This design comes from an exercise in tuning for small area, a short achievable clock period and few clock cycles on the open sky130 flow, not from production work. In this exercise RTL edits were held to simulation tests only and were not proved equivalent to the original.

## flow/design.v (module list and top-level ports; edited modules follow where they fit)
// module mul: 3393 lines
module mul (
    input wire clk,
    input wire rst_n,
    input wire [32-1:0] multiplicand_i,
    input wire [32-1:0] multiplier_i,
    input wire                       valid_in,
    input wire                       ctrl_ready_i,
    input wire [                3:0] op_i,
    input wire [ 5-1:0] reg_waddr_i,
    input wire [3-1:0] commit_id_i,
    output reg [32-1:0] result_o,
    output reg                       valid_o,
    output reg [ 5-1:0] reg_waddr_o,
    output reg [3-1:0] commit_id_o
);
  // ...
==> flow/run.sh <==
#!/bin/bash
# synth_recipe.tcl (not shown) runs the flow's synth.tcl, then flattens the netlist and writes it again
# the make line also repeats each setting of config.mk as NAME=value (left out here)
make -C /OpenROAD-flow-scripts/flow DESIGN_CONFIG=/design/flow/config.mk WORK_HOME=/design/flow/orfs CLKGATE_MAP_FILE= SYNTH_SCRIPT=/design/flow/synth_recipe.tcl finish
==> flow/config.mk <==
export PLATFORM = sky130hd
export DESIGN_NAME = mul
export DESIGN_NICKNAME = mul
export VERILOG_FILES = /design/flow/design.v
export SDC_FILE = /design/flow/constraint.sdc
export NUM_CORES = 4
export LEC_CHECK = 0
export CAP_MARGIN = 20
export CORE_MARGIN = 2
export CORE_UTILIZATION = 40
export PLACE_DENSITY = 0.65
export SETUP_SLACK_MARGIN = 5
export SLEW_MARGIN = 20
export TNS_END_PERCENT = 100
==> flow/constraint.sdc <==
create_clock -name core_clock -period 10.0 [get_ports {clk}]
set_input_delay 2.0000 -clock core_clock [delete_from_list [all_inputs] [get_ports {clk}]]
set_output_delay 2.0000 -clock core_clock [all_outputs]
set_load 0.01 [all_outputs]
==> key figures, run 1 <==
Setup path
  – Worst EP required: roughly 10000 ps
  – Slowest CP cell: inv_2
  – CP dominant cell by count: fa_1

Cells and area
  – Register Area: just under 10000 sq um
  – Final-layout clock buffer total: between 40 and 50
  – Num sequential: 332
  – Most frequent cells in the layout: a22oi_1 (513), fa_1 (474), xor2_1 (358)
  – Number of non-clock inverters: roughly 360
  – Largest Register: a
  – Design area: just under 40000 sq um
  – Layout non-clock buf frac: 4.84%

Floorplan
  – Area of the die: between 90000 and 100000 sq um
  – # Taps: roughly 1.2k
  – Die X: 301 um

Clocking
  – Clock Tree Root: clkbuf_16

Synthesis
  – Ys async rst share: 0%
  – Area leader, netlist: edfxtp_1
  – Post-synthesis sequential area ratio: 28.1%
  – Mean Syn Cell Area: ~11 sq um

Place
  – DP Area: 37400 sq um

Global routing
  – Largest net degree at the start of global routing: 142
  – Global-route wire length before repair: approximately 170000 um

Route
  – Met3 wire len: ~16000 um
  – DR WL met2: 49300 um
  – Avg WL per Cell: ~27 um
  – M1 WL: between 40000 and 50000 um

Outcome
  – Status: finished clean

Flow run
  – # Max-Cap Violations: 0

STA
  – Period Utilization, post-route: 45.3%
Testbench counts, summed over its fixed seeds: cycles 8,824.
==> run 2, diff against run 1 <==
==> flow/flow/run.sh (new file) <==
#!/bin/bash
set -o pipefail
bash standard.sh SETUP_SLACK_MARGIN=6.5 finish > standard_flow.log 2>&1
==> flow/standard.sh (new file) <==
#!/bin/bash
# synth_recipe.tcl (not shown) runs the flow's synth.tcl, then flattens the netlist and writes it again
# the make line also repeats each setting of config.mk as NAME=value (left out here)
make -C /OpenROAD-flow-scripts/flow DESIGN_CONFIG=/design/flow/config.mk WORK_HOME=/design/flow/orfs CLKGATE_MAP_FILE= SYNTH_SCRIPT=/design/flow/synth_recipe.tcl "${@:-finish}"
removed: flow/run.sh
==> run 2 against run 1 <==
- via count rose by 7.5%
- sequential share of layout area fell by 3.1 points
- sequential cell count did not move
- die area did not move
- global-route usage rose by 3.0 points
- register-to-register slack improved by 800 ps
- non-clock buffer count rose by 178
- highest routed layer unchanged
==> key figures, run 2 <==
Route
  – Antenna-violating nets left: 0
  – Routed vias: 27.5k
  – Drt pass-1 iters: 9
  – Avg WL per Cell: 29.5 um (+9.2%)
  – DRT Wirelength: ~130000 um
  – Detailed Route Iter0 Violations: 3926
  – Drt via density: between 6 and 7
  – Post-route DRC: 0

Cells and area
  – Share of layout cells above drive strength 1: 22.8%
  – Most frequent cells in the layout: fa_1 (374), a22oi_1 (364), xor2_1 (339), inv_1 (339), edfxtp_1 (329)
  – Most common cell after layout, fill and taps aside: fa_1
  – Area grow syn2layout: 25.3%
  – Biggest registers after layout: a x33, result_o x32
  – Largest Register: a
  – Final nets: about 4.0k
  – Number of flip-flops in the largest register: 33

Global routing
  – Global-route wire length before repair: 190000 um (+8.9%)
  – Met1 global-route usage: about 37%
  – Total GRT Usage: between 20% and 30%
  – Met2 Resource Use GR: 41.3%
  – Busiest grt layer: met2
  – Initial antenna violation count: 5
  – GR Util met3: 11.4%
  – Vias in the first global route: 28.2k
  – GR Overflow Total: 0
  – Largest net degree at the start of global routing: 86 (-39%)

STA
  – Fin crit period: about 3700 ps
  – Final setup vio count: 0
  – Clk_skew: roughly 32 ps
  – Setup tns final: 0 ps
  – Maximum clock frequency: 268 MHz
  – Relative max-transition margin: a little under two fifths
  – Least-Margin Pin Slew: 940 ps
  – Pins Over Slew Limit: 0
  – Period Utilization, post-route: 37.3% (-8.0 points)
  – RSZ-0062 raised after global routing: yes
  – Hold Violations, Final: 0

Flow run
  – # Max-Cap Violations: 0 (unchanged)

Setup path
  – CP dominant cell by count: fa_2
  – Crit Path Class: reg2reg
  – Critical-path cell list: buf_12 > buf_6 > a22oi_2 > xnor2_1 > fa_1 > inv_1 > fa_2 > fa_1 > inv_2 > fa_2 > fa_2
  – Critical path launch point type: flip-flop
  – Critical path fanouts, max: 9
  – Worst EP required: 10360 ps (+50 ps)
  – Worst path max stage delay: ~500 ps
  – Slowest CP cell: fa_1
  – Crit end category: flip-flop
  – CP arrival: approximately 4000 ps

Synthesis
  – Count leader, synth: a22oi_1
  – Cell variety after synth: 70
  – EDFF count, synth: approximately 330
  – Mean Syn Cell Area: 11.1 sq um (unchanged)
  – Register bit total from synthesis: between 300 and 400
  – Post-synthesis sequential area ratio: 28.1% (unchanged)
  – Largest cells by area after synthesis: edfxtp_1 (28%), fa_1 (27%), a22oi_1 (11%), xor2_1 (8.9%), xnor2_1 (6.3%)
  – Top post-synthesis cells by count: a22oi_1 (513), fa_1 (474), xor2_1 (358)
  – Mapped Cells: 3175
  – Syn_nets: 3859
  – Area leader, netlist: edfxtp_1
  – Ys Warns: 1
  – Area share of the largest cell type after synthesis: approximately 28%
  – Synth Flop Type: edfxtp_1
  – Ys async rst share: 0% (unchanged)
  – Synthesized cell area: about 35000 sq um

Floorplan
  – Initial Util: 40.2%
  – Area of the die: 90700 sq um (unchanged)
  – Die X: 301 um (unchanged)
  – Core outline area: around 90000 sq um
  – Top Ports: between 100 and 150
  – Die height: about 300 um
  – Rows: about 110

Outcome
  – Status: finished clean

Clocking
  – Clk pin slew, worst setup/hold paths: around 60 ps
  – H-tree levels: 2
  – # clock sinks: roughly 330
  – Buffer levels on the longest clock path: 3
  – Number of CTS-inserted buffers: 42
  – Clk latency of the worst-skew pair: about 620 ps
  – Clock Tree Root: clkbuf_16
  – CTS tree: built

Place
  – RePlAce Congestion: between 0.9 and 1
  – DP HPWL: a little over 70000 um
  – Port Buf Inserts: 120

Min path
  – Hold/Removal Path Class: reg2reg
-- run 2: worst max-delay path, delay by kind of cell, from the launching register on --
kind	cells	cell delay [ps]
flops	1	440
xor+xnor	1	160
fa+ha+maj	5	2190
compound gates	1	160
buf+inv	4	500
-- run 2: logic make-up after synthesis --
logic type                 synth area share [%]
buffers and inverters                      7.37
AOI/OAI and AO/OA                          14.2
xor gates and xnor gates                   15.2
adders and majority gates                  31.5
DFF                                        28.1
and+or+nand+nor                            3.41
muxes                                     0.237
other                                    0.0106
-- run 2: worst paths after layout --
kind	start	endpoint	slack, ps	depth (start not counted)
worst max-delay path	a[29]	r2_33_0	6270	11
worst min-delay path	commit_id_s2[2]	commit_id_o[2]	420	0
worst max register to register	a[29]	r2_33_0	6270	11
worst min register to register	commit_id_s2[2]	commit_id_o[2]	420	0
-- run 2: cell type report --
class | count | area, sq um
fillers | 7510 | 43700
multi-input cells | 2149 | 25000
flip-flops and latches | 332 | 9940
repair buffers | 386 | 5060
well taps | 1165 | 1460
inverters | 358 | 1360
clock buffers | 49 | 1100
clock inverters | 27 | 354
diodes | 3 | 7.51
-- run 2: what timing repair did --
action / CTS / global route
gates cloned: 33 / 3
gates resized for setup: 426 / 259
endpoints found under the setup margin: 216 / 176
pin swaps: 124 / 129
hold buffers: 0 / 0
hold endpoints to repair: 0 / 0
buffers inserted: 96 / 42
-- run 2: layer usage --
metal	vias to the layer above	share of wire (%)	routed length, um
met5	-	0.087	115
met4	8	6.7	8880
met3	549	15	19700
met2	2338	42	55400
met1	13600	36	47800
li1	10900	-	-
-- run 2: stage by stage --
stage | util (%) | cells | hold slack (ps) | setup WS, ps | instance area, sq um
3_3_place_gp | 42.9 | 4216 | 402 | 5610 | 37700
4_1_cts | 48.5 | 4421 | 420 | 6310 | 42700
3_5_place_dp | 42.9 | 4216 | 407 | 5560 | 37700
5_1_grt | 50.3 | 4467 | 427 | 6180 | 44300
6_report | 50.3 | 4469 | 418 | 6270 | 44300
2_1_floorplan | - | 3175 | 400 | 6460 | 36300
==> run 3, diff against run 2 <==
==> flow/flow/run.sh (replaced) <==
#!/bin/bash
set -o pipefail
bash standard.sh SETUP_SLACK_MARGIN=5.8 finish > standard_flow.log 2>&1
==> run 3 against run 2 <==
- utilization down 6.1 points
- hold slack improved by 0.76 ps
- critical endpoint is now r2_30_0
- cell area down 12%
- still clean
- clock-buffer cell count unchanged
- non-clock buffer count fell by 175
- critical path depth down 1
- via count is 6.9% lower
- maximum frequency shrank 9.9%
- register-to-register slack lost 410 ps
- sequential cell count is the same
==> key figures, run 3 <==
Synthesis
  – Area leader, netlist: edfxtp_1
  – Post-synthesis sequential area ratio: 28.1% (unchanged)
  – Register bit total from synthesis: 332 (unchanged)
  – Top post-synthesis cells by count: a22oi_1 (513), fa_1 (474), xor2_1 (358)
  – Ys async rst share: 0% (unchanged)
  – Ys Warns: 1 (unchanged)
  – Mapped Cells: 3175 (unchanged)
  – Count leader, synth: a22oi_1
  – Synth Flop Type: edfxtp_1
  – Area share of the largest cell type after synthesis: 28.0% (unchanged)
  – Synthesized cell area: 35300 sq um (unchanged)
  – Cell variety after synth: 70 (unchanged)
  – Mean Syn Cell Area: 11.1 sq um (unchanged)
  – Syn_nets: 3859 (unchanged)
  – EDFF count, synth: 329 (unchanged)
  – Largest cells by area after synthesis: edfxtp_1 (28%), fa_1 (27%), a22oi_1 (11%), xor2_1 (8.9%), xnor2_1 (6.3%)

Route
  – Drt pass-1 iters: 7 (-2)
  – Detailed Route Iter0 Violations: 3489 (-11%)
  – Routed vias: 25.6k (-6.9%)
  – Drt via density: 5.96 (-3.0%)
  – Antenna-violating nets left: 0 (unchanged)
  – DRT Wirelength: 116000 um (-12%)
  – Avg WL per Cell: 27.0 um (-8.5%)
  – Post-route DRC: 0 (unchanged)

STA
  – Relative max-transition margin: 29.7% (-7.6 points)
  – Setup tns final: 0 ps (unchanged)
  – Maximum clock frequency: 242 MHz (-9.9%)
  – Pins Over Slew Limit: 0 (unchanged)
  – Hold_ws: 419 ps (+0.762 ps)
  – Least-Margin Pin Slew: 1040 ps (+104 ps)
  – Final setup vio count: 0 (unchanged)
  – Fin worst setup slack: 5860 ps (-411 ps)
  – Period Utilization, post-route: 41.4% (+4.1 points)
  – RSZ-0062 raised after global routing: yes
  – Clk_skew: 29.4 ps (-3.00 ps)
  – Fin crit period: 4140 ps (+411 ps)
  – Hold Violations, Final: 0 (unchanged)

Floorplan
  – Die X: 301 um (unchanged)
  – Initial Util: 40.2% (unchanged)
  – Top Ports: 121 (unchanged)
  – Die height: 301 um (unchanged)
  – Rows: 109 (unchanged)
  – Area of the die: 90700 sq um (unchanged)
  – Core outline area: 88000 sq um (unchanged)

Setup path
  – Crit end category: flip-flop
  – CP arrival: 4460 ps (+370 ps)
  – Worst EP required: 10320 ps (-40 ps)
  – Crit Path Class: reg2reg
  – Critical path launch point type: flip-flop
  – Worst R2R Setup Slack: 5860 ps (-410 ps)
  – Critical path fanouts, max: 33 (+24)

Place
  – RePlAce Congestion: 0.919 (-2.6%)
  – DP HPWL: 71300 um (-0.38%)
  – Port Buf Inserts: 120 (unchanged)
  – Pre-CTS WS: 5530 ps (-34.2 ps)
  – DP Area: 37400 sq um (-0.77%)

Global routing
  – Global-route wire length before repair: 175000 um (-8.1%)
  – GR Overflow Total: 0 (unchanged)
  – Largest net degree at the start of global routing: 142 (+65%)
  – Vias in the first global route: 27.0k (-4.3%)
  – Total GRT Usage: 25.7% (-3.0 points)
  – Initial antenna violation count: 2 (-3)

Clocking
  – CTS tree: built
  – H-tree levels: 2 (unchanged)
  – Buffer levels on the longest clock path: 3 (unchanged)
  – Clock Tree Root: clkbuf_16
  – Clk latency of the worst-skew pair: 600 ps (-20 ps)
  – Number of CTS-inserted buffers: 41 (-2.4%)
  – CTS Hold Bufs: 0 (unchanged)
  – # clock sinks: 332 (unchanged)
  – Clk pin slew, worst setup/hold paths: 60 ps (about the same)

Cells and area
  – Most common cell after layout, fill and taps aside: a22oi_1
  – Largest Register: a
  – Area grow syn2layout: 10.0%
  – Design area: 38900 sq um (-12%)
  – Number of flip-flops in the largest register: 33 (unchanged)
  – Biggest registers after layout: a x33, result_o x32
  – Most frequent cells in the layout: a22oi_1 (513), fa_1 (474), xor2_1 (358)
  – Share of layout cells above drive strength 1: 5.51% (-17 points)
  – Final nets: 3777 (-4.5%)

Flow run
  – # Max-Cap Violations: 0 (unchanged)

Outcome
  – Status: finished clean

Min path
  – Hold/Removal Path Class: reg2reg
-- run 3: path summary, 6_finish.rpt --
path,from,endpoint,cells past startpoint
hold reg to reg,commit_id_s1[0],commit_id_s2[0],0
hold / removal,commit_id_s1[0],commit_id_s2[0],0
setup reg to reg,a[15],r2_30_0,10
setup / recovery,a[15],r2_30_0,10
-- run 3: worst max-delay path: stages, from the launching register on --
cell and delay (ps):
edfxtp_1 320, buf_4 490, a22oi_1 210, xnor2_1 440, ha_1 330, inv_1 110
fa_1 460, fa_1 540, inv_1 50, fa_1 410, fa_1 470
-- run 3: cell families after synthesis --
logic type,synth area share (%)
buffers and inverters,7.37
AOI/OAI and AO/OA,14.2
xor gates and xnor gates,15.2
adders and majority gates,31.5
DFF,28.1
and+or+nand+nor,3.41
muxes,0.237
other,0.0106
-- run 3: cell type report --
cell class,instances,area (sq um)
Antenna cell,1,2.50
Timing Repair Buffer,211,1920
Clock inverter,25,339
Inverter,358,1350
Clock buffer,49,1080
Multi-Input combinational cell,2149,22800
Fill cell,8104,49100
Sequential cell,332,9940
Tap cell,1165,1460
-- run 3: per-stage QoR --
stage	utilization [%]	cells
after floorplan	-	3175
after global placement	42.5	4212
after detailed placement	42.5	4212
after CTS	44.2	4287
after global routing	44.2	4289
final	44.2	4290
-- run 3: per-layer routing --
layer	part of all wire, %	vias up	track usage, %
li1	-	10600	-
met1	38	12700	34.3
met2	43	1939	38.2
met3	14	383	8.54
met4	5.2	2	11.3
met5	0.016	-	0
-- run 3: what timing repair did --
item                       4_1_cts  5_1_grt
setup endpoints to repair       24        3
hold endpoints to repair         0        0
buffers inserted                 1        2
resized for setup                2        5
==> run 4, diff against run 3 <==
==> flow/flow/run.sh (replaced) <==
#!/bin/bash
set -o pipefail
bash standard.sh SETUP_SLACK_MARGIN=6.2 finish > standard_flow.log 2>&1
==> run 4 against run 3 <==
- critical path type unchanged
- maximum frequency rose by 7.6%
- synthesized cell count is the same
- register-to-register slack improved by 290 ps
- critical path depth is 1 lower
- highest routed layer unchanged
- die area is the same
- final cell count grew 2.2%
==> key figures, run 4 <==
Outcome
  – Status: finished clean

Cells and area
  – Number of flip-flops in the largest register: 33 (unchanged)
  – Largest Register: a
  – Final nets: 3872 (+2.5%)
  – Multi-input logic area: 23400 sq um (+2.8%)
  – Share of layout cells above drive strength 1: 12.1% (+6.6 points)
  – Biggest registers after layout: a x33, result_o x32
  – Layout fillers: 7774 (-4.1%)
  – Area grow syn2layout: 17.5%
  – Register Area: 9940 sq um (unchanged)
  – Most frequent cells in the layout: a22oi_1 (462), fa_1 (462), inv_1 (353)

Place
  – RePlAce Congestion: 0.926 (+0.75%)
  – Port Buf Inserts: 120 (unchanged)
  – DP HPWL: 71400 um (about the same)

Global routing
  – Vias in the first global route: 27.2k (+0.69%)
  – Global-route wire length before repair: 173000 um (-0.80%)
  – Met2 Resource Use GR: 37.9% (-0.29 points)
  – Initial antenna violation count: 4 (+2)
  – Total GRT Usage: 25.6% (-0.10 points)
  – GR Overflow Total: 0 (unchanged)
  – Largest net degree at the start of global routing: 97 (-32%)
  – Busiest grt layer: met2
  – Met1 global-route usage: 33.2% (-1.1 points)
  – GR Util met3: 9.69% (+1.2 points)

Setup path
  – Crit end category: flip-flop
  – Worst R2R Setup Slack: 6150 ps (+290 ps)
  – CP arrival: 4170 ps (-290 ps)
  – Critical path fanouts, max: 33 (unchanged)
  – R2r startpoint: two[4]
  – Critical R2R Capture: r2_38_0
  – Crit Path Class: reg2reg
  – Worst EP required: 10320 ps (about the same)
  – Critical path launch point type: flip-flop
  – FF-to-FF path depth: 9 (-1)

Synthesis
  – Largest cells by area after synthesis: edfxtp_1 (28%), fa_1 (27%), a22oi_1 (11%), xor2_1 (8.9%), xnor2_1 (6.3%)
  – Synthesized cell area: 35300 sq um (unchanged)
  – Ys async rst share: 0% (unchanged)
  – Count leader, synth: a22oi_1
  – Mean Syn Cell Area: 11.1 sq um (unchanged)
  – Ys Warns: 1 (unchanged)
  – Register bit total from synthesis: 332 (unchanged)
  – EDFF count, synth: 329 (unchanged)
  – Synth Flop Type: edfxtp_1
  – Syn_nets: 3859 (unchanged)
  – Area share of the largest cell type after synthesis: 28.0% (unchanged)
  – Top post-synthesis cells by count: a22oi_1 (513), fa_1 (474), xor2_1 (358)
  – Post-synthesis sequential area ratio: 28.1% (unchanged)
  – Mapped Cells: 3175 (unchanged)
  – Area leader, netlist: edfxtp_1
  – Cell variety after synth: 70 (unchanged)

Floorplan
  – Area of the die: 90700 sq um (unchanged)
  – Initial Util: 40.2% (unchanged)
  – Die X: 301 um (unchanged)
  – Top Ports: 121 (unchanged)
  – Die height: 301 um (unchanged)
  – Rows: 109 (unchanged)
  – Core outline area: 88000 sq um (unchanged)

STA
  – Fin crit period: 3850 ps (-292 ps)
  – Relative max-transition margin: 16.6% (-13 points)
  – Pins Over Slew Limit: 0 (unchanged)
  – Hold Violations, Final: 0 (unchanged)
  – Final setup vio count: 0 (unchanged)
  – Least-Margin Pin Slew: 1240 ps (+197 ps)
  – RSZ-0062 raised after global routing: yes
  – Period Utilization, post-route: 38.5% (-2.9 points)
  – Setup tns final: 0 ps (unchanged)
  – Maximum clock frequency: 260 MHz (+7.6%)
  – Clk_skew: 22.6 ps (-6.82 ps)

Clocking
  – Clock Tree Root: clkbuf_16
  – CTS tree: built
  – Number of CTS-inserted buffers: 40 (-2.4%)
  – Clk pin slew, worst setup/hold paths: 60 ps (about the same)
  – CTS Hold Bufs: 0 (unchanged)
  – Buffer levels on the longest clock path: 3 (unchanged)
  – # clock sinks: 332 (unchanged)
  – H-tree levels: 2 (unchanged)
  – Clk latency of the worst-skew pair: 590 ps (about the same)

Flow run
  – # Max-Cap Violations: 0 (unchanged)

Min path
  – Worst Min Path Start: commit_id_s1[2]
  – Worst Hold Depth: 0 (unchanged)
  – Hold/Removal Path Class: reg2reg
  – Hold endpoint: commit_id_s2[2]

Route
  – Drt pass-1 iters: 7 (unchanged)
  – Post-route DRC: 0 (unchanged)
  – Detailed Route Iter0 Violations: 3932 (+13%)
  – Avg WL per Cell: 28.1 um (+4.0%)
  – Antenna-violating nets left: 0 (unchanged)
  – DRT Wirelength: 123000 um (+6.3%)
  – Routed vias: 26.3k (+2.8%)
  – Drt via density: 5.99 (+0.56%)
-- run 4: cell counts after synthesis --
Identical to the previous run, type by type.
-- run 4: through the flow --
stage / hold WS, ps / cells / setup WS, ps / area [sq um] / util, %
after floorplan: 400 / 3175 / 6160 / 35400 / -
after global placement: 402 / 4210 / 5500 / 37400 / 42.5
final: 420 / 4385 / 6150 / 41500 / 47.2
after global routing: 417 / 4383 / 6090 / 41500 / 47.2
after detailed placement: 405 / 4212 / 5460 / 37400 / 42.6
after CTS: 412 / 4303 / 6150 / 39600 / 45.0
-- run 4: worst max path at each step --
| stage | startpoint | end | slack [ps] |
|---|---|---|---|
| after floorplan | neg_s1[12] | r2_37_0 | 6160 |
| after global placement | neg_s1[7] | r2_36_0 | 5500 |
| after detailed placement | neg_s1[7] | r2_33_0 | 5460 |
| after CTS | r2_38_0 | result_o[23] | 6150 |
| after global routing | two[4] | r2_38_0 | 6090 |
| final | two[4] | r2_38_0 | 6150 |
-- run 4: kinds of logic after synthesis --
family	synth area share, %
xor gates and xnor gates	15.2
muxes	0.237
DFF	28.1
buffers and inverters	7.37
and+or+nand+nor	3.41
adders and majority gates	31.5
other	0.0106
AOI/OAI and AO/OA	14.2
-- run 4: area by class of cell --
type,instances,share of cell area (%)
repair buffers,306,9.27
clock inverters,29,0.931
well taps,1165,3.51
multi-input cells,2149,56.5
repair inverters,1,0.0211
inverters,358,3.31
diodes,2,0.0121
clock buffers,43,2.54
flip-flops and latches,332,23.9
-- run 4: repair_timing --
item	CTS	global route
endpoints found under the setup margin	142	64
buffers inserted	16	55
pin swaps	12	49
cloned	3	25
gates resized for setup	126	220
-- run 4: worst max-delay path, stage by stage (launching register included) --
cell	delay, ps
edfxtp_1	350
buf_8	290
a22oi_2	140
xnor2_1	170
fa_1	480
fa_1	560
fa_1	570
inv_1	60
fa_1	430
fa_1	480
-- run 4: routing by layer --
layer  vias to the layer above  wire [um]
met5                         -         51
met4                         6       8800
met3                       513      17800
met2                      2133      51800
met1                     12900      44800
li1                      10800          -
==> run 5, diff against run 4 <==
--- a/flow/config.mk
+++ b/flow/config.mk
@@ -8,6 +8,6 @@
 export CAP_MARGIN = 20
 export CORE_MARGIN = 2
-export CORE_UTILIZATION = 40
-export PLACE_DENSITY = 0.65
+export CORE_UTILIZATION = 55
+export PLACE_DENSITY = 0.75
 export SETUP_SLACK_MARGIN = 5
 export SLEW_MARGIN = 20
==> run 5 against run 4 <==
- area after synthesis did not move
- non-clock buffer count increased by 1
- cell area down 0.50%
- sequential share of layout area grew 0.12 points
==> key figures, run 5 <==
Clocking
  – # clock sinks: 332 (unchanged)
  – CTS tree: built
  – Clk pin slew, worst setup/hold paths: 60 ps (about the same)
  – Buffer levels on the longest clock path: 3 (unchanged)
  – Clk latency of the worst-skew pair: 600 ps (about the same)
  – Clock Tree Root: clkbuf_16
  – Number of CTS-inserted buffers: 42 (+5.0%)
  – H-tree levels: 2 (unchanged)

Outcome
  – Status: finished clean

Setup path
  – Critical R2R Capture: r2_42_0
  – Slowest CP cell: fa_1
  – CP dominant cell by count: fa_1
  – FF-to-FF path depth: 12 (+3)
  – R2r startpoint: a[24]
  – CP delay by family, top: adder cells
  – Critical path launch point type: flip-flop
  – Crit Path Class: reg2reg
  – Worst R2R Setup Slack: 6180 ps (+30 ps)
  – Critical-path cell list: buf_6 > buf_4 > buf_4 > clkbuf_16 > buf_4 > a22oi_1 > xor2_1 > fa_1 > fa_1 > inv_1 > fa_1 > fa_1
  – Crit end category: flip-flop
  – Critical path fanouts, max: 10 (-70%)
  – CP arrival: 4140 ps (-30 ps)
  – Worst path max stage delay: 480 ps (-90 ps)
  – Worst EP required: 10320 ps (about the same)
  – Buf/Inv on CP: 6 (+4)

Global routing
  – Vias in the first global route: 29.2k (+7.5%)
  – Global-route wire length before repair: 180000 um (+3.9%)
  – Total GRT Usage: 36.4% (+11 points)
  – GR Overflow Total: 0 (unchanged)
  – Initial antenna violation count: 8 (+4)
  – Largest net degree at the start of global routing: 113 (+16%)

Cells and area
  – Final nets: 3874 (+0.052%)
  – Largest Register: a
  – Layout fillers: 4615 (-41%)
  – Multi-input logic area: 23600 sq um (+0.78%)
  – Most frequent cells in the layout: a22oi_1 (446), fa_1 (444), inv_1 (354)
  – Register Area: 9940 sq um (unchanged)
  – Most common cell after layout, fill and taps aside: a22oi_1
  – Share of layout cells above drive strength 1: 13.2% (+1.1 points)
  – Number of flip-flops in the largest register: 33 (unchanged)
  – Area grow syn2layout: 16.9%
  – Biggest registers after layout: a x33, result_o x32

STA
  – Hold Violations, Final: 0 (unchanged)
  – Least-Margin Pin Slew: 1140 ps (-106 ps)
  – Relative max-transition margin: 23.7% (+7.1 points)
  – Setup tns final: 0 ps (unchanged)
  – Fin crit period: 3820 ps (-25.7 ps)
  – Pins Over Slew Limit: 0 (unchanged)
  – Clk_skew: 28.1 ps (+5.45 ps)
  – RSZ-0062 raised after global routing: yes
  – Period Utilization, post-route: 38.2% (-0.26 points)
  – Maximum clock frequency: 262 MHz (+0.67%)
  – Final setup vio count: 0 (unchanged)

Synthesis
  – Mapped Cells: 3175 (unchanged)
  – Top post-synthesis cells by count: a22oi_1 (513), fa_1 (474), xor2_1 (358)
  – Cell variety after synth: 70 (unchanged)
  – Post-synthesis mux area share: 0.237% (unchanged)
  – Syn_nets: 3859 (unchanged)
  – Area share of the largest cell type after synthesis: 28.0% (unchanged)
  – Simple-gate share of the synthesized area: 3.41% (unchanged)
  – Post-synthesis sequential area ratio: 28.1% (unchanged)
  – Synthesized cell area: 35300 sq um (unchanged)
  – Largest cells by area after synthesis: edfxtp_1 (28%), fa_1 (27%), a22oi_1 (11%), xor2_1 (8.9%), xnor2_1 (6.3%)
  – Post-synthesis adder-cell area fraction: 31.5% (unchanged)
  – Post-synthesis xor/xnor area fraction: 15.2% (unchanged)
  – Ys async rst share: 0% (unchanged)
  – Count leader, synth: a22oi_1
  – Mean Syn Cell Area: 11.1 sq um (unchanged)
  – Area leader, netlist: edfxtp_1
  – Synth Flop Type: edfxtp_1
  – Combinational family with the most area after synthesis: adder cells
  – Synth Area in Compound Gates: 14.2% (unchanged)
  – Register bit total from synthesis: 332 (unchanged)
  – Ys Warns: 1 (unchanged)
  – EDFF count, synth: 329 (unchanged)

Floorplan
  – Initial Util: 55.8% (+16 points)
  – Die X: 257 um (-15%)
  – Area of the die: 66300 sq um (-27%)
  – Die height: 257 um (-15%)
  – Top Ports: 121 (unchanged)
  – Core outline area: 63300 sq um (-28%)
  – Rows: 92 (-16%)

Route
  – Routed vias: 27.7k (+5.3%)
  – Drt pass-1 iters: 9 (+2)
  – DRT Wirelength: 123000 um (-0.42%)
  – Antenna-violating nets left: 0 (unchanged)
  – Drt via density: 6.80 (+13%)
  – Detailed Route Iter0 Violations: 4422 (+12%)
  – Post-route DRC: 0 (unchanged)
  – Avg WL per Cell: 30.1 um (+7.2%)

Min path
  – Hold/Removal Path Class: reg2reg
  – Worst Hold Depth: 0 (unchanged)
  – Worst Min Path Start: reg_waddr_s2[1]
  – Hold endpoint: reg_waddr_o[1]

Place
  – DP HPWL: 70800 um (-0.84%)
  – RePlAce Congestion: 0.924 (-0.28%)
  – Port Buf Inserts: 120 (unchanged)

Flow run
  – # Max-Cap Violations: 0 (unchanged)
## run 5: cell counts after synthesis
Identical to the previous run, type by type.
## run 5: final cells by class
type	count	area share (%)
multi-input combinational	2149	57.2
sequential	332	24.1
timing repair buffer	307	9.29
inverter	358	3.28
clock buffer	45	2.57
tap	846	2.56
clock inverter	31	1.02
antenna	5	0.0303
## run 5: per-stage QoR
step / std cells / util, % / area (sq um) / hold slack (ps) / worst slack [ps]
finish: 4073 / 65.2 / 41300 / 417 / 6180
global route: 4068 / 65.2 / 41300 / 421 / 6120
CTS: 4029 / 63.2 / 40000 / 418 / 6170
detailed placement: 3893 / 58.4 / 37000 / 405 / 5600
global placement: 3893 / 58.4 / 37000 / 402 / 5650
floorplan: 3175 / - / 35400 / 400 / 6160
## run 5: worst max-delay path by stage
| stage | startpoint | endpoint | slack (ps) | cells after the start |
|---|---|---|---|---|
| floorplan | neg_s1[12] | r2_37_0 | 6160 | 9 |
| global placement | neg_s1[4] | r2_36_0 | 5650 | 8 |
| global route | a[23] | r2_33_0 | 6120 | 10 |
| detailed placement | neg_s1[4] | r2_37_0 | 5600 | 8 |
| CTS | two[12] | r2_37_0 | 6170 | 9 |
| finish | a[24] | r2_42_0 | 6180 | 12 |
## run 5: timing repair
item / 4_1_cts / 5_1_grt
setup buffers: 43 / 31
pin swaps: 16 / 77
gates cloned: 17 / 8
gates resized for setup: 154 / 208
hold buffers: 0 / 0
endpoints found under the setup margin: 87 / 61
## run 5: logic make-up after synthesis
group,after synthesis
muxes,8
DFF,332
xor gates and xnor gates,612
other,1
and+or+nand+nor,233
buffers and inverters,694
AOI/OAI and AO/OA,691
adders and majority gates,604
## run 5: per-layer routing
layer / part of all wire, % / track usage [%] / vias up / wire length (um)
met5: 0.13 / 0.950 / - / 163
met4: 8.5 / 22.9 / 10 / 10500
met3: 16 / 15.3 / 768 / 19900
met2: 42 / 53.1 / 2697 / 51300
met1: 33 / 44.6 / 13400 / 40900
li1: - / - / 10800 / -
==> run 6, diff against run 5 <==
==> flow/flow/run.sh (replaced) <==
#!/bin/bash
set -o pipefail
bash standard.sh SETUP_SLACK_MARGIN=6.0 finish > standard_flow.log 2>&1
--- a/flow/config.mk
+++ b/flow/config.mk
@@ -6,8 +6,9 @@
 export NUM_CORES = 4
 export LEC_CHECK = 0
+export ABC_AREA = 1
 export CAP_MARGIN = 20
 export CORE_MARGIN = 2
-export CORE_UTILIZATION = 55
-export PLACE_DENSITY = 0.75
+export CORE_UTILIZATION = 40
+export PLACE_DENSITY = 0.65
 export SETUP_SLACK_MARGIN = 5
 export SLEW_MARGIN = 20
==> run 6 against run 5 <==
- still clean
- via count increased by 0.22%
- sequential cell count unchanged
- global-route usage decreased by 11 points
- maximum frequency decreased by 4.7%
- final cell count increased by 18%
- utilization decreased by 19 points
- highest routed layer is now met4
==> key figures, run 6 <==
Outcome
  – Status: finished clean

STA
  – RSZ-0062 raised after global routing: yes
  – Fin crit period: 4010 ps (+188 ps)
  – Maximum clock frequency: 249 MHz (-4.7%)
  – Hold Violations, Final: 0 (unchanged)
  – Final setup vio count: 0 (unchanged)
  – Fin worst setup slack: 5990 ps (-188 ps)
  – Relative max-transition margin: 35.0% (+11 points)
  – Clk_skew: 28.0 ps (-0.0116 ps)
  – Least-Margin Pin Slew: 975 ps (-160 ps)
  – Setup tns final: 0 ps (unchanged)
  – Pins Over Slew Limit: 0 (unchanged)
  – Period Utilization, post-route: 40.1% (+1.9 points)

Setup path
  – CP arrival: 4350 ps (+210 ps)
  – CP dominant cell by count: fa_1
  – CP delay by family, top: adder cells
  – Worst EP required: 10340 ps (+20 ps)
  – Worst path max stage delay: 530 ps (+50 ps)
  – Critical-path cell list: inv_1 > buf_6 > o22ai_1 > xor2_1 > fa_1 > fa_1 > fa_1 > inv_1 > fa_1 > fa_1
  – Crit Path Class: reg2reg
  – Critical path launch point type: flip-flop
  – Crit end category: flip-flop
  – Critical path fanouts, max: 32 (+22)
  – Slowest CP cell: fa_1
  – Buf/Inv on CP: 3 (-3)

Flow run
  – # Max-Cap Violations: 0 (unchanged)

Cells and area
  – Share of layout cells above drive strength 1: 8.30% (-4.9 points)
  – Diodes inserted: 0 (-5)
  – Area grow syn2layout: 13.3%
  – Number of flip-flops in the largest register: 33 (unchanged)
  – Multi-input logic area: 22800 sq um (-3.4%)
  – Layout fillers: 8094 (+75%)
  – Most common cell after layout, fill and taps aside: xor2_1
  – Final nets: 4288 (+11%)
  – Largest Register: a
  – Register Area: 9940 sq um (unchanged)
  – Most frequent cells in the layout: xor2_1 (578), inv_1 (522), o22ai_1 (505)
  – Biggest registers after layout: a x33, result_o x32
  – Layout Cells excl Fill: 4803 (+18%)
  – Final core utilization: 45.8% (-19 points)

Route
  – Drt pass-1 iters: 7 (-2)
  – Post-route DRC: 0 (unchanged)
  – Avg WL per Cell: 24.8 um (-18%)
  – Detailed Route Iter0 Violations: 3567 (-19%)
  – Antenna-violating nets left: 0 (unchanged)
  – Drt via density: 5.78 (-15%)
  – Routed vias: 27.7k (+0.22%)
  – DRT Wirelength: 119000 um (-3.1%)

Global routing
  – Global-route wire length before repair: 175000 um (-2.9%)
  – Vias in the first global route: 27.9k (-4.7%)
  – Largest net degree at the start of global routing: 153 (+35%)
  – Total GRT Usage: 25.6% (-11 points)
  – GR Overflow Total: 0 (unchanged)
  – Initial antenna violation count: 0 (-8)

Clocking
  – H-tree levels: 2 (unchanged)
  – Clock Tree Root: clkbuf_16
  – CTS Hold Bufs: 0 (unchanged)
  – # clock sinks: 332 (unchanged)
  – Clk pin slew, worst setup/hold paths: 60 ps (about the same)
  – CTS tree: built
  – Clk latency of the worst-skew pair: 620 ps (+20 ps)
  – Number of CTS-inserted buffers: 44 (+4.8%)
  – Buffer levels on the longest clock path: 3 (unchanged)

Synthesis
  – Register bit total from synthesis: 332 (unchanged)
  – Area leader, netlist: edfxtp_1
  – Synthesized cell area: 35800 sq um (+1.4%)
  – Mean Syn Cell Area: 10.0 sq um (-10%)
  – EDFF count, synth: 329 (unchanged)
  – Cell variety after synth: 41 (-41%)
  – Ys Warns: 1 (unchanged)
  – Count leader, synth: xor2_1
  – Synth Flop Type: edfxtp_1
  – Largest cells by area after synthesis: edfxtp_1 (28%), fa_1 (26%), xor2_1 (14%), o22ai_1 (9.0%), inv_1 (5.7%)
  – Top post-synthesis cells by count: xor2_1 (581), inv_1 (542), o22ai_1 (513)
  – Syn_nets: 4262 (+10%)
  – Area share of the largest cell type after synthesis: 27.6% (-0.38 points)
  – Post-synthesis sequential area ratio: 27.7% (-0.38 points)
  – Ys async rst share: 0% (unchanged)
  – Mapped Cells: 3578 (+13%)

Place
  – Port Buf Inserts: 120 (unchanged)
  – DP HPWL: 81200 um (+15%)
  – Pre-CTS WS: 5450 ps (-146 ps)
  – # placed instances: 4685 (+20%)
  – RePlAce Congestion: 0.940 (+1.8%)

Floorplan
  – Area of the die: 92000 sq um (+39%)
  – Die X: 303 um (+18%)
  – Top Ports: 121 (unchanged)
  – Initial Util: 40.5% (-15 points)
  – Core outline area: 88500 sq um (+40%)
  – Rows: 109 (+18%)
  – Die height: 303 um (+18%)

Min path
  – Hold/Removal Path Class: reg2reg
run 6: repair_timing:
action / CTS / global route
pin swaps: 3 / 19
setup buffers: 24 / 8
gates cloned: 1 / 5
resized for setup: 70 / 128
endpoints found under the hold margin: 0 / 0
endpoints found under the setup margin: 60 / 34
run 6: worst paths after layout:
check / startpoint / endpoint / slack (ps) / cells after the start
setup / recovery: one_s1[12] / r2_37_0 / 5990 / 10
hold / removal: commit_id_s1[2] / commit_id_s2[2] / 420 / 0
setup reg to reg: one_s1[12] / r2_37_0 / 5990 / 10
hold reg to reg: commit_id_s1[2] / commit_id_s2[2] / 420 / 0
run 6: final cells by class:
type	count	share of cell area, %
Clock buffer	51	2.83
Clock inverter	29	0.703
Inverter	561	5.43
Multi-Input combinational cell	2420	56.2
Sequential cell	332	24.5
Tap cell	1165	3.59
Timing Repair Buffer	244	6.71
Timing Repair inverter	1	0.0185
run 6: worst register-to-register path, cell delays in order (launching register included):
cell and delay (ps):
edfxtp_1 470, inv_1 110, buf_6 300, o22ai_1 180, xor2_1 190, fa_1 470, fa_1 530, fa_1 520
inv_1 60, fa_1 440, fa_1 480
run 6: metal layers:
metal | part of all wire (%) | routed length (um) | GRT usage (%) | vias up
met2 | 43 | 50500 | 37.7 | 2075
li1 | - | - | - | 11800
met3 | 14 | 16800 | 9.40 | 455
met4 | 6.0 | 7120 | 12.7 | 0
met1 | 37 | 44400 | 33.2 | 13400
met5 | 0 | 0 | 0 | -
run 6: logic make-up (layout without fill, tap and decap cells):
logic type               after synthesis  in the layout  share of synthesized area (%)
XOR/XNOR                             586            586                           14.3
AO/OA/AOI/OAI                        629            629                           10.8
buffers and inverters                826            886                           8.90
AND/OR/NAND/NOR                      600            600                           7.15
flip-flops                           332            332                           27.7
other                                  1              1                         0.0105
adder cells (fa/ha/maj)              604            604                           31.0
run 6: metrics by stage:
step | area, sq um | hold WS [ps]
2_1_floorplan | 35800 | 400
3_3_place_gp | 38100 | 403
3_5_place_dp | 38100 | 405
4_1_cts | 40000 | 419
5_1_grt | 40600 | 421
6_report | 40600 | 416
==> run 7, diff against run 6 <==
--- a/flow/config.mk
+++ b/flow/config.mk
@@ -6,5 +6,4 @@
 export NUM_CORES = 4
 export LEC_CHECK = 0
-export ABC_AREA = 1
 export CAP_MARGIN = 20
 export CORE_MARGIN = 2
==> run 7 against run 6 <==
- synthesized cell count fell by 11%
- non-clock buffer count fell by 28
- first-iteration DRC count fell by 3.3%
- utilization fell by 1.1 points
- global-route usage rose by 0.11 points
- maximum frequency rose by 1.7%
- worst setup slack improved by 67 ps
- cell area fell by 3.0%
- routed wire length fell by 2.4%
==> key figures, run 7 <==
Synthesis
  – Area share of the largest cell type after synthesis: 28.0% (+0.38 points)
  – EDFF count, synth: 329 (unchanged)
  – Syn_nets: 3859 (-9.5%)
  – Largest cells by area after synthesis: edfxtp_1 (28%), fa_1 (27%), a22oi_1 (11%), xor2_1 (8.9%), xnor2_1 (6.3%)
  – Mapped Cells: 3175 (-11%)
  – Ys Warns: 1 (unchanged)
  – Mean Syn Cell Area: 11.1 sq um (+11%)
  – Register bit total from synthesis: 332 (unchanged)
  – Cell variety after synth: 70 (+71%)
  – Count leader, synth: a22oi_1
  – Ys async rst share: 0% (unchanged)
  – Post-synthesis sequential area ratio: 28.1% (+0.38 points)
  – Top post-synthesis cells by count: a22oi_1 (513), fa_1 (474), xor2_1 (358)
  – Synth Flop Type: edfxtp_1
  – Synthesized cell area: 35300 sq um (-1.4%)
  – Area leader, netlist: edfxtp_1

Setup path
  – Critical-path cell list: fa_1 > ha_1 > a21oi_1 > o211ai_1 > a21boi_1 > o21ai_1 > a21oi_1 > o21ai_1 > xnor2_1 > nor2_1 > or4_1
  – Crit end category: flip-flop
  – Critical path launch point type: flip-flop
  – CP delay by family, top: compound AO/OA/AOI/OAI gates
  – Worst EP required: 10300 ps (-40 ps)
  – Worst path max stage delay: 610 ps (+80 ps)
  – Slowest CP cell: or4_1
  – Worst R2R Setup Slack: 6060 ps (+70 ps)
  – Buf/Inv on CP: 0 (-3)
  – CP arrival: 4240 ps (-110 ps)
  – Critical path fanouts, max: 3 (-91%)
  – Crit Path Class: reg2reg

STA
  – Final setup vio count: 0 (unchanged)
  – Maximum clock frequency: 254 MHz (+1.7%)
  – RSZ-0062 raised after global routing: yes
  – Least-Margin Pin Slew: 1000 ps (+25.9 ps)
  – Fin crit period: 3940 ps (-66.7 ps)
  – Period Utilization, post-route: 39.4% (-0.67 points)
  – Relative max-transition margin: 32.6% (-2.4 points)
  – Hold Violations, Final: 0 (unchanged)
  – Clk_skew: 26.7 ps (-1.34 ps)
  – Pins Over Slew Limit: 0 (unchanged)
  – Setup tns final: 0 ps (unchanged)

Clocking
  – H-tree levels: 2 (unchanged)
  – Clk pin slew, worst setup/hold paths: 60 ps (about the same)
  – Clock Tree Root: clkbuf_16
  – Buffer levels on the longest clock path: 3 (unchanged)
  – CTS Hold Bufs: 0 (unchanged)
  – Clk latency of the worst-skew pair: 590 ps (-30 ps)
  – # clock sinks: 332 (unchanged)
  – Number of CTS-inserted buffers: 41 (-6.8%)
  – CTS tree: built

Flow run
  – # Max-Cap Violations: 0 (unchanged)

Route
  – Routed vias: 25.5k (-8.0%)
  – DRT Wirelength: 116000 um (-2.4%)
  – Drt pass-1 iters: 7 (unchanged)
  – Drt via density: 5.94 (+2.9%)
  – Antenna-violating nets left: 0 (unchanged)
  – Avg WL per Cell: 27.0 um (+9.2%)
  – Detailed Route Iter0 Violations: 3451 (-3.3%)
  – Post-route DRC: 0 (unchanged)

Global routing
  – Vias in the first global route: 27.0k (-3.0%)
  – Total GRT Usage: 25.7% (+0.11 points)
  – Initial antenna violation count: 2 (+2)
  – GR Overflow Total: 0 (unchanged)
  – Largest net degree at the start of global routing: 142 (-7.2%)
  – Global-route wire length before repair: 175000 um (-0.13%)

Cells and area
  – Area grow syn2layout: 11.4%
  – Final nets: 3782 (-12%)
  – Most common cell after layout, fill and taps aside: a22oi_1
  – Diodes inserted: 0 (unchanged)
  – Multi-input logic area: 22900 sq um (+0.24%)
  – Share of layout cells above drive strength 1: 5.94% (-2.4 points)
  – Largest Register: a
  – Register Area: 9940 sq um (unchanged)
  – Most frequent cells in the layout: a22oi_1 (510), fa_1 (473), xor2_1 (358)
  – Layout fillers: 8047 (-0.58%)
  – Biggest registers after layout: a x33, result_o x32
  – Layout Cells excl Fill: 4294 (-11%)
  – Number of flip-flops in the largest register: 33 (unchanged)

Floorplan
  – Die height: 301 um (-0.68%)
  – Top Ports: 121 (unchanged)
  – Core outline area: 88000 sq um (-0.62%)
  – Area of the die: 90700 sq um (-1.3%)
  – Rows: 109 (unchanged)
  – Initial Util: 40.2% (-0.31 points)
  – Die X: 301 um (-0.68%)

Place
  – Port Buf Inserts: 120 (unchanged)
  – # placed instances: 4212 (-10%)
  – RePlAce Congestion: 0.919 (-2.2%)
  – DP HPWL: 71300 um (-12%)

Min path
  – Hold/Removal Path Class: reg2reg

Outcome
  – Status: finished clean
==> run 7: cell type report <==
class	instances	area share, %
clock buffer	49	2.74
multi-input combinational	2149	58.1
tap	1165	3.70
clock inverter	25	0.861
inverter	358	3.43
timing repair buffer	216	5.95
sequential	332	25.2
==> run 7: path summary, 6_finish.rpt <==
path	from	end	cells after the start
min reg2reg	commit_id_s1[0]	commit_id_s2[0]	0
max	r2_5_0	result_o[15]	11
max reg2reg	r2_5_0	result_o[15]	11
min	commit_id_s1[0]	commit_id_s2[0]	0
==> run 7: routing by layer <==
| layer | wire [um] | track usage [%] |
|---|---|---|
| met5 | 18 | 0 |
| met4 | 5860 | 11.4 |
| met3 | 15700 | 8.54 |
| met2 | 49600 | 38.1 |
| met1 | 44800 | 34.3 |
==> run 7: kinds of logic after synthesis <==
kind of cell    after synthesis  share of synthesized area (%)
compound gates              691                           14.2
xor+xnor                    612                           15.2
fa+ha+maj                   604                           31.5
buf+inv                     694                           7.37
flops                       332                           28.1
mux                           8                          0.237
other cells                   1                         0.0106
simple gates                233                           3.41
==> run 7: repair_timing <==
action | CTS | global route
gates cloned | 0 | 2
setup endpoints to repair | 46 | 54
pin swaps | 0 | 2
buffers inserted | 1 | 5
gates resized for setup | 5 | 126
==> run 7: stage by stage <==
| step | setup slack, ps | area, sq um | util (%) | hold WS [ps] |
|---|---|---|---|---|
| floorplan | 6040 | 35300 | - | 400 |
| global placement | 5570 | 37400 | 42.5 | 401 |
| detailed placement | 5530 | 37400 | 42.5 | 406 |
| CTS | 5910 | 38900 | 44.2 | 421 |
| global route | 5880 | 39400 | 44.8 | 430 |
| finish | 6060 | 39400 | 44.8 | 419 |
==> run 8, diff against run 7 <==
==> flow/flow/run.sh (replaced) <==
#!/bin/bash
set -o pipefail
bash standard.sh SETUP_SLACK_MARGIN=6.0 "BUFFER_PORTS_ARGS=-buffer_cell sky130_fd_sc_hd__buf_2" finish > standard_flow.log 2>&1
--- a/flow/config.mk
+++ b/flow/config.mk
@@ -9,5 +9,7 @@
 export CORE_MARGIN = 2
 export CORE_UTILIZATION = 40
-export PLACE_DENSITY = 0.65
+export CTS_BUF_LIST = sky130_fd_sc_hd__clkbuf_4 sky130_fd_sc_hd__clkbuf_8
+export CTS_CLUSTER_SIZE = 30
+export PLACE_DENSITY = 0.8
 export SETUP_SLACK_MARGIN = 5
 export SLEW_MARGIN = 20
==> run 8 against run 7 <==
- routed wire length fell by 3.9%
- area after synthesis did not move
- largest cell class unchanged
- non-clock buffer count down 7
- cell area is 2.0% lower
- die area unchanged
- worst setup slack got worse by 150 ps
- maximum frequency is 3.6% lower
==> key figures, run 8 <==
STA
  – Least-Margin Pin Slew: 1160 ps (+157 ps)
  – Period Utilization, post-route: 40.9% (+1.5 points)
  – Hold Violations, Final: 0 (unchanged)
  – Setup tns final: 0 ps (unchanged)
  – Final setup vio count: 0 (unchanged)
  – Maximum clock frequency: 244 MHz (-3.6%)
  – Pins Over Slew Limit: 0 (unchanged)
  – Fin crit period: 4090 ps (+147 ps)
  – Fin worst setup slack: 5910 ps (-147 ps)
  – Clk_skew: 61.9 ps (+35.2 ps)
  – Relative max-transition margin: 22.0% (-11 points)
  – RSZ-0062 raised after global routing: yes

Outcome
  – Status: finished clean

Flow run
  – # Max-Cap Violations: 0 (unchanged)

Route
  – Post-route DRC: 0 (unchanged)
  – Antenna-violating nets left: 0 (unchanged)
  – Detailed Route Iter0 Violations: 3656 (+5.9%)
  – Drt pass-1 iters: 12 (+5)
  – Drt via density: 6.07 (+2.1%)
  – Avg WL per Cell: 25.8 um (-4.6%)
  – DRT Wirelength: 112000 um (-3.9%)
  – Routed vias: 26.3k (+2.9%)

Setup path
  – CP delay by family, top: compound AO/OA/AOI/OAI gates
  – Critical-path cell list: fa_1 > ha_1 > a21oi_1 > nand2_1 > a221oi_2 > a21oi_1 > o21a_1 > o21a_1 > o21ai_0 > a21boi_1
  – Buf/Inv on CP: 0 (unchanged)
  – Worst path max stage delay: 910 ps (+300 ps)
  – Crit end category: flip-flop
  – Worst R2R Setup Slack: 5910 ps (-150 ps)
  – Crit Path Class: reg2reg
  – CP arrival: 4630 ps (+390 ps)
  – Critical path fanouts, max: 5 (+2)
  – Slowest CP cell: o21ai_0
  – Worst EP required: 10540 ps (+240 ps)
  – Critical path launch point type: flip-flop

Cells and area
  – Biggest registers after layout: a x33, result_o x32
  – Area grow syn2layout: 9.23%
  – Number of flip-flops in the largest register: 33 (unchanged)
  – Layout fillers: 7970 (-0.96%)
  – Share of layout cells above drive strength 1: 10.8% (+4.8 points)
  – Most frequent cells in the layout: a22oi_1 (511), fa_1 (474), xor2_1 (357)
  – Most common cell after layout, fill and taps aside: a22oi_1
  – Final nets: 3794 (+0.32%)
  – Largest Register: a

Synthesis
  – Ys Warns: 1 (unchanged)
  – Mean Syn Cell Area: 11.1 sq um (unchanged)
  – Ys async rst share: 0% (unchanged)
  – Synthesized cell area: 35300 sq um (unchanged)
  – Syn_nets: 3859 (unchanged)
  – Cell variety after synth: 70 (unchanged)
  – Count leader, synth: a22oi_1
  – Top post-synthesis cells by count: a22oi_1 (513), fa_1 (474), xor2_1 (358)
  – Largest cells by area after synthesis: edfxtp_1 (28%), fa_1 (27%), a22oi_1 (11%), xor2_1 (8.9%), xnor2_1 (6.3%)
  – Post-synthesis sequential area ratio: 28.1% (unchanged)
  – Area share of the largest cell type after synthesis: 28.0% (unchanged)
  – Synth Flop Type: edfxtp_1
  – Register bit total from synthesis: 332 (unchanged)
  – Area leader, netlist: edfxtp_1
  – Mapped Cells: 3175 (unchanged)
  – EDFF count, synth: 329 (unchanged)

Clocking
  – # clock sinks: 332 (unchanged)
  – CTS tree: built
  – Clk latency of the worst-skew pair: 760 ps (+170 ps)
  – Buffer levels on the longest clock path: 3 (unchanged)
  – H-tree levels: 2 (unchanged)
  – Clk pin slew, worst setup/hold paths: 70 ps (about the same)
  – Number of CTS-inserted buffers: 60 (+46%)
  – Clock Tree Root: clkbuf_8

Floorplan
  – Rows: 109 (unchanged)
  – Top Ports: 121 (unchanged)
  – Initial Util: 40.2% (unchanged)
  – Core outline area: 88000 sq um (unchanged)
  – Die X: 301 um (unchanged)
  – Area of the die: 90700 sq um (unchanged)
  – Die height: 301 um (unchanged)

Global routing
  – Global-route wire length before repair: 169000 um (-3.3%)
  – Total GRT Usage: 24.6% (-1.1 points)
  – Initial antenna violation count: 3 (+1)
  – GR Overflow Total: 0 (unchanged)
  – Vias in the first global route: 28.1k (+3.9%)
  – Largest net degree at the start of global routing: 153 (+7.7%)

Place
  – DP HPWL: 69700 um (-2.3%)
  – Port Buf Inserts: 120 (unchanged)
  – RePlAce Congestion: 0.942 (+2.5%)
  – Pre-CTS WS: 5630 ps (+103 ps)

Min path
  – Hold/Removal Path Class: reg2reg
==> run 8: changes by cell type in the layout (fill, tap and decap cells not counted), sizes merged <==
cell           change
clkdlybuf4s50    -119
clkinv             +4
clkbuf            +17
inv                -1
bufinv             +5
diode              +2
clkinvlp          +10
buf              +115
==> run 8: per-layer routing <==
layer,vias to the layer above,global-route usage (%),wire [um]
met3,642,9.96,17300
met4,6,15.8,8750
met1,12600,30.3,38800
met2,2378,35.6,46400
li1,10600,-,-
met5,-,0.952,196
==> run 8: final cells by class <==
cell class	instances	area [sq um]	area share, %
flip-flops and latches	332	9940	25.8
clock inverters	43	553	1.43
inverters	358	1350	3.49
well taps	1165	1460	3.78
repair buffers	209	1530	3.96
clock buffers	69	893	2.31
diodes	2	5.00	0.0130
multi-input cells	2149	22900	59.3
==> run 8: cell families after synthesis <==
family | synth area share [%]
AO/OA/AOI/OAI | 14.2
XOR/XNOR | 15.2
adder cells (fa/ha/maj) | 31.5
buffers and inverters | 7.37
flip-flops | 28.1
multiplexers | 0.237
other | 0.0106
AND/OR/NAND/NOR | 3.41
==> run 8: what timing repair did <==
action / in CTS / in global routing
hold buffers: 0 / 0
buffers inserted: 1 / 2
setup endpoints to repair: 36 / 38
gates resized for setup: 4 / 76
pin swaps: 0 / 0
endpoints found under the hold margin: 0 / 0
==> run 8: metrics by stage <==
step / cells / utilization, % / hold slack, ps / area [sq um]
3_3_place_gp: 4210 / 41.8 / 400 / 36800
6_report: 4327 / 43.9 / 413 / 38600
4_1_cts: 4323 / 43.5 / 413 / 38300
2_1_floorplan: 3175 / - / 400 / 35300
5_1_grt: 4326 / 43.9 / 420 / 38600
3_5_place_dp: 4210 / 41.8 / 405 / 36800
==> run 8: final timing paths <==
check	startpoint	endpoint	cells after the start
worst min-delay path	reg_waddr_s1[0]	reg_waddr_s2[0]	0
worst min register to register	reg_waddr_s1[0]	reg_waddr_s2[0]	0
worst max register to register	r2_14_0	result_o[21]	10
worst max-delay path	r2_14_0	result_o[21]	10
==> run 9, diff against run 8 <==
--- a/flow/config.mk
+++ b/flow/config.mk
@@ -11,6 +11,6 @@
 export CTS_BUF_LIST = sky130_fd_sc_hd__clkbuf_4 sky130_fd_sc_hd__clkbuf_8
 export CTS_CLUSTER_SIZE = 30
-export PLACE_DENSITY = 0.8
+export PLACE_DENSITY = 0.65
 export SETUP_SLACK_MARGIN = 5
 export SLEW_MARGIN = 20
-export TNS_END_PERCENT = 100
+export TNS_END_PERCENT = 10
==> run 9 against run 8 <==
- still clean on timing, DRC and antenna
- non-clock buffer count up 9
- worst setup slack improved by 21 ps
- final cell count about the same
- clock-buffer cell count up 14
- sequential share of layout area grew 0.20 points
- synthesized cell count unchanged
- via count is 2.1% lower
==> key figures, run 9 <==
Outcome
  – Status: finished clean

Setup path
  – Worst EP required: 10410 ps (-130 ps)
  – Critical path launch point type: flip-flop
  – Critical path fanouts, max: 29 (+24)
  – Crit Path Class: reg2reg
  – Critical R2R Capture: r2_29_0
  – Worst R2R Setup Slack: 5930 ps (+20 ps)
  – FF-to-FF path depth: 8 (-2)
  – CP arrival: 4480 ps (-150 ps)
  – R2r startpoint: neg_s1[14]
  – Crit end category: flip-flop

Synthesis
  – Combinational family with the most area after synthesis: adder cells
  – Mean Syn Cell Area: 11.1 sq um (unchanged)
  – EDFF count, synth: 329 (unchanged)
  – Mapped Cells: 3175 (unchanged)
  – Syn_nets: 3859 (unchanged)
  – Count leader, synth: a22oi_1
  – Post-synthesis xor/xnor area fraction: 15.2% (unchanged)
  – Ys Warns: 1 (unchanged)
  – Ys async rst share: 0% (unchanged)
  – Register bit total from synthesis: 332 (unchanged)
  – Post-synthesis mux area share: 0.237% (unchanged)
  – Top post-synthesis cells by count: a22oi_1 (513), fa_1 (474), xor2_1 (358)
  – Synth Flop Type: edfxtp_1
  – Post-synthesis sequential area ratio: 28.1% (unchanged)
  – Area leader, netlist: edfxtp_1
  – Synthesized cell area: 35300 sq um (unchanged)
  – Cell variety after synth: 70 (unchanged)
  – Largest cells by area after synthesis: edfxtp_1 (28%), fa_1 (27%), a22oi_1 (11%), xor2_1 (8.9%), xnor2_1 (6.3%)
  – Simple-gate share of the synthesized area: 3.41% (unchanged)
  – Synth Area in Compound Gates: 14.2% (unchanged)
  – Area share of the largest cell type after synthesis: 28.0% (unchanged)
  – Post-synthesis adder-cell area fraction: 31.5% (unchanged)

Clocking
  – Clock Tree Root: clkbuf_8
  – CTS Hold Bufs: 0 (unchanged)
  – # clock sinks: 332 (unchanged)
  – Clk pin slew, worst setup/hold paths: 50 ps (-20 ps)
  – H-tree levels: 2 (unchanged)
  – CTS tree: built
  – Buffer levels on the longest clock path: 3 (unchanged)
  – Number of CTS-inserted buffers: 61 (+1.7%)
  – Clk latency of the worst-skew pair: 720 ps (-40 ps)

Floorplan
  – Area of the die: 90700 sq um (unchanged)
  – Initial Util: 40.2% (unchanged)
  – Core outline area: 88000 sq um (unchanged)
  – Die X: 301 um (unchanged)
  – Rows: 109 (unchanged)
  – Die height: 301 um (unchanged)
  – Top Ports: 121 (unchanged)

Min path
  – Worst Min Path Start: commit_id_s2[0]
  – Hold/Removal Path Class: reg2reg
  – Hold endpoint: commit_id_o[0]
  – Worst Hold Depth: 0 (unchanged)

STA
  – Clk_skew: 46.5 ps (-15.5 ps)
  – Hold Violations, Final: 0 (unchanged)
  – Fin crit period: 4070 ps (-21.4 ps)
  – Final setup vio count: 0 (unchanged)
  – Pins Over Slew Limit: 0 (unchanged)
  – Hold_ws: 416 ps (+3.19 ps)
  – Setup tns final: 0 ps (unchanged)
  – Period Utilization, post-route: 40.7% (-0.21 points)
  – Fin worst setup slack: 5930 ps (+21.4 ps)
  – RSZ-0062 raised after global routing: yes
  – Least-Margin Pin Slew: 1050 ps (-104 ps)
  – Relative max-transition margin: 29.2% (+7.2 points)
  – Maximum clock frequency: 246 MHz (+0.53%)

Global routing
  – Largest net degree at the start of global routing: 91 (-41%)
  – Global-route wire length before repair: 173000 um (+2.5%)
  – Vias in the first global route: 27.1k (-3.6%)
  – Initial antenna violation count: 5 (+2)
  – Total GRT Usage: 25.7% (+1.1 points)
  – GR Overflow Total: 0 (unchanged)

Route
  – Antenna-violating nets left: 0 (unchanged)
  – DRT Wirelength: 116000 um (+4.0%)
  – Detailed Route Iter0 Violations: 3232 (-12%)
  – Post-route DRC: 0 (unchanged)
  – Drt via density: 5.94 (-2.2%)
  – Drt pass-1 iters: 7 (-5)
  – Avg WL per Cell: 26.8 um (+4.0%)
  – Routed vias: 25.7k (-2.1%)

Cells and area
  – Most common cell after layout, fill and taps aside: a22oi_1
  – Biggest registers after layout: a x33, result_o x32
  – Number of flip-flops in the largest register: 33 (unchanged)
  – Layout Cells excl Fill: 4330 (+0.069%)
  – Final core utilization: 43.5% (-0.35 points)
  – Layout fillers: 8238 (+3.4%)
  – Most frequent cells in the layout: a22oi_1 (510), fa_1 (474), xor2_1 (358)
  – Area grow syn2layout: 8.37%
  – Final nets: 3804 (+0.26%)
  – Share of layout cells above drive strength 1: 10.6% (-0.20 points)
  – Design area: 38300 sq um (-0.79%)
  – Largest Register: a

Place
  – RePlAce Congestion: 0.916 (-2.8%)
  – Pre-CTS WS: 5520 ps (-109 ps)
  – # placed instances: 4213 (+0.071%)
  – DP HPWL: 71600 um (+2.7%)
  – Port Buf Inserts: 120 (unchanged)
  – DP Area: 36800 sq um (about the same)

Flow run
  – # Max-Cap Violations: 0 (unchanged)
==> run 9: final cells by class <==
class | count | area [sq um] | share of cell area [%]
Clock buffer | 83 | 1020 | 2.67
Sequential cell | 332 | 9940 | 26.0
Clock inverter | 22 | 160 | 0.418
Multi-Input combinational cell | 2149 | 22800 | 59.6
Inverter | 358 | 1350 | 3.52
Tap cell | 1165 | 1460 | 3.81
Timing Repair Buffer | 218 | 1540 | 4.01
Antenna cell | 3 | 7.51 | 0.0196
==> run 9: how the worst max path moves through the flow <==
stage,endpoint,slack (ps),start,depth (start not counted)
3_5_place_dp,r2_37_0,5520,neg_s1[4],8
4_1_cts,r2_29_0,5970,neg_s1[14],8
3_3_place_gp,r2_36_0,5550,neg_s1[4],8
6_report,r2_29_0,5930,neg_s1[14],8
2_1_floorplan,r2_37_0,6040,neg_s1[6],9
5_1_grt,result_o[0],5880,r2_5_0,11
==> run 9: worst max-delay path, cell delays in order, from the launching register on <==
cell	delay (ps)
edfxtp_1	600
buf_4	670
fa_1	520
inv_1	90
fa_1	410
fa_1	510
inv_1	50
fa_1	420
fa_1	480
==> run 9: repair_timing <==
item | CTS | global route
setup buffers | 4 | 5
setup endpoints to repair | 49 | 44
pin swaps | 0 | 3
resized for setup | 10 | 52
==> run 9: routing by layer <==
layer	vias to the layer above	track usage (%)	wire (um)
li1	10600	-	-
met1	12600	33.6	43700
met2	1998	37.4	48700
met3	448	9.33	16600
met4	8	13.2	6930
met5	-	0	107
==> run 9: cells by family after synthesis <==
kind of cell,count (synthesis)
buffers and inverters,694
AO/OA/AOI/OAI,691
XOR/XNOR,612
adder cells (fa/ha/maj),604
flip-flops,332
AND/OR/NAND/NOR,233
multiplexers,8
other,1

-- re-timing with driven ports --
How much do the figures lean on ideal ports? The routed layouts below were timed once more, with nothing changed but the port constraints.
Step 1: set_driving_cell puts a clkbuf_16 on clk and a buf_2 on each other input, an assumption about the parent block.
Step 2 moves the port delays by t, midway between the first and last clock arrival at a register: inputs arrive t later, outputs are due t later. That takes back most of the time a late clock gives input paths.
a / b / c = ideal ports / drivers / drivers and shift; a / b = the first two.
run | t, ns | slack for setup (ns) | worst hold slack (ns) | latest minus earliest clock arrival (ns) | pins driven straight from the clock port
run 1 | 0.651 | 5.465 / 5.465 / 5.465 | 0.420 / 0.420 / 0.420 | 0.027 / 0.027 | 1
run 2 | 0.670 | 6.270 / 6.270 / 6.008 | 0.418 / 0.418 / 0.418 | 0.035 / 0.034 | 1
run 3 | 0.649 | 5.859 / 5.859 / 5.616 | 0.419 / 0.419 / 0.419 | 0.029 / 0.029 | 1
run 4 | 0.651 | 6.151 / 6.151 / 5.730 | 0.420 / 0.420 / 0.420 | 0.023 / 0.023 | 1
run 5 | 0.647 | 6.177 / 6.177 / 5.892 | 0.417 / 0.417 / 0.417 | 0.028 / 0.029 | 1
run 6 | 0.673 | 5.989 / 5.989 / 5.667 | 0.416 / 0.416 / 0.416 | 0.028 / 0.028 | 1
run 7 | 0.647 | 6.056 / 6.056 / 5.634 | 0.419 / 0.419 / 0.419 | 0.029 / 0.028 | 1
run 8 | 0.788 | 5.909 / 5.909 / 5.893 | 0.413 / 0.413 / 0.413 | 0.063 / 0.063 | 1
run 9 | 0.758 | 5.930 / 5.930 / 5.930 | 0.416 / 0.416 / 0.416 | 0.051 / 0.050 | 1
After both steps every run listed still meets setup and hold. For run 7, which loses most, drivers alone change the setup slack by 0.000 ns; drivers and shift together by -0.422 ns.
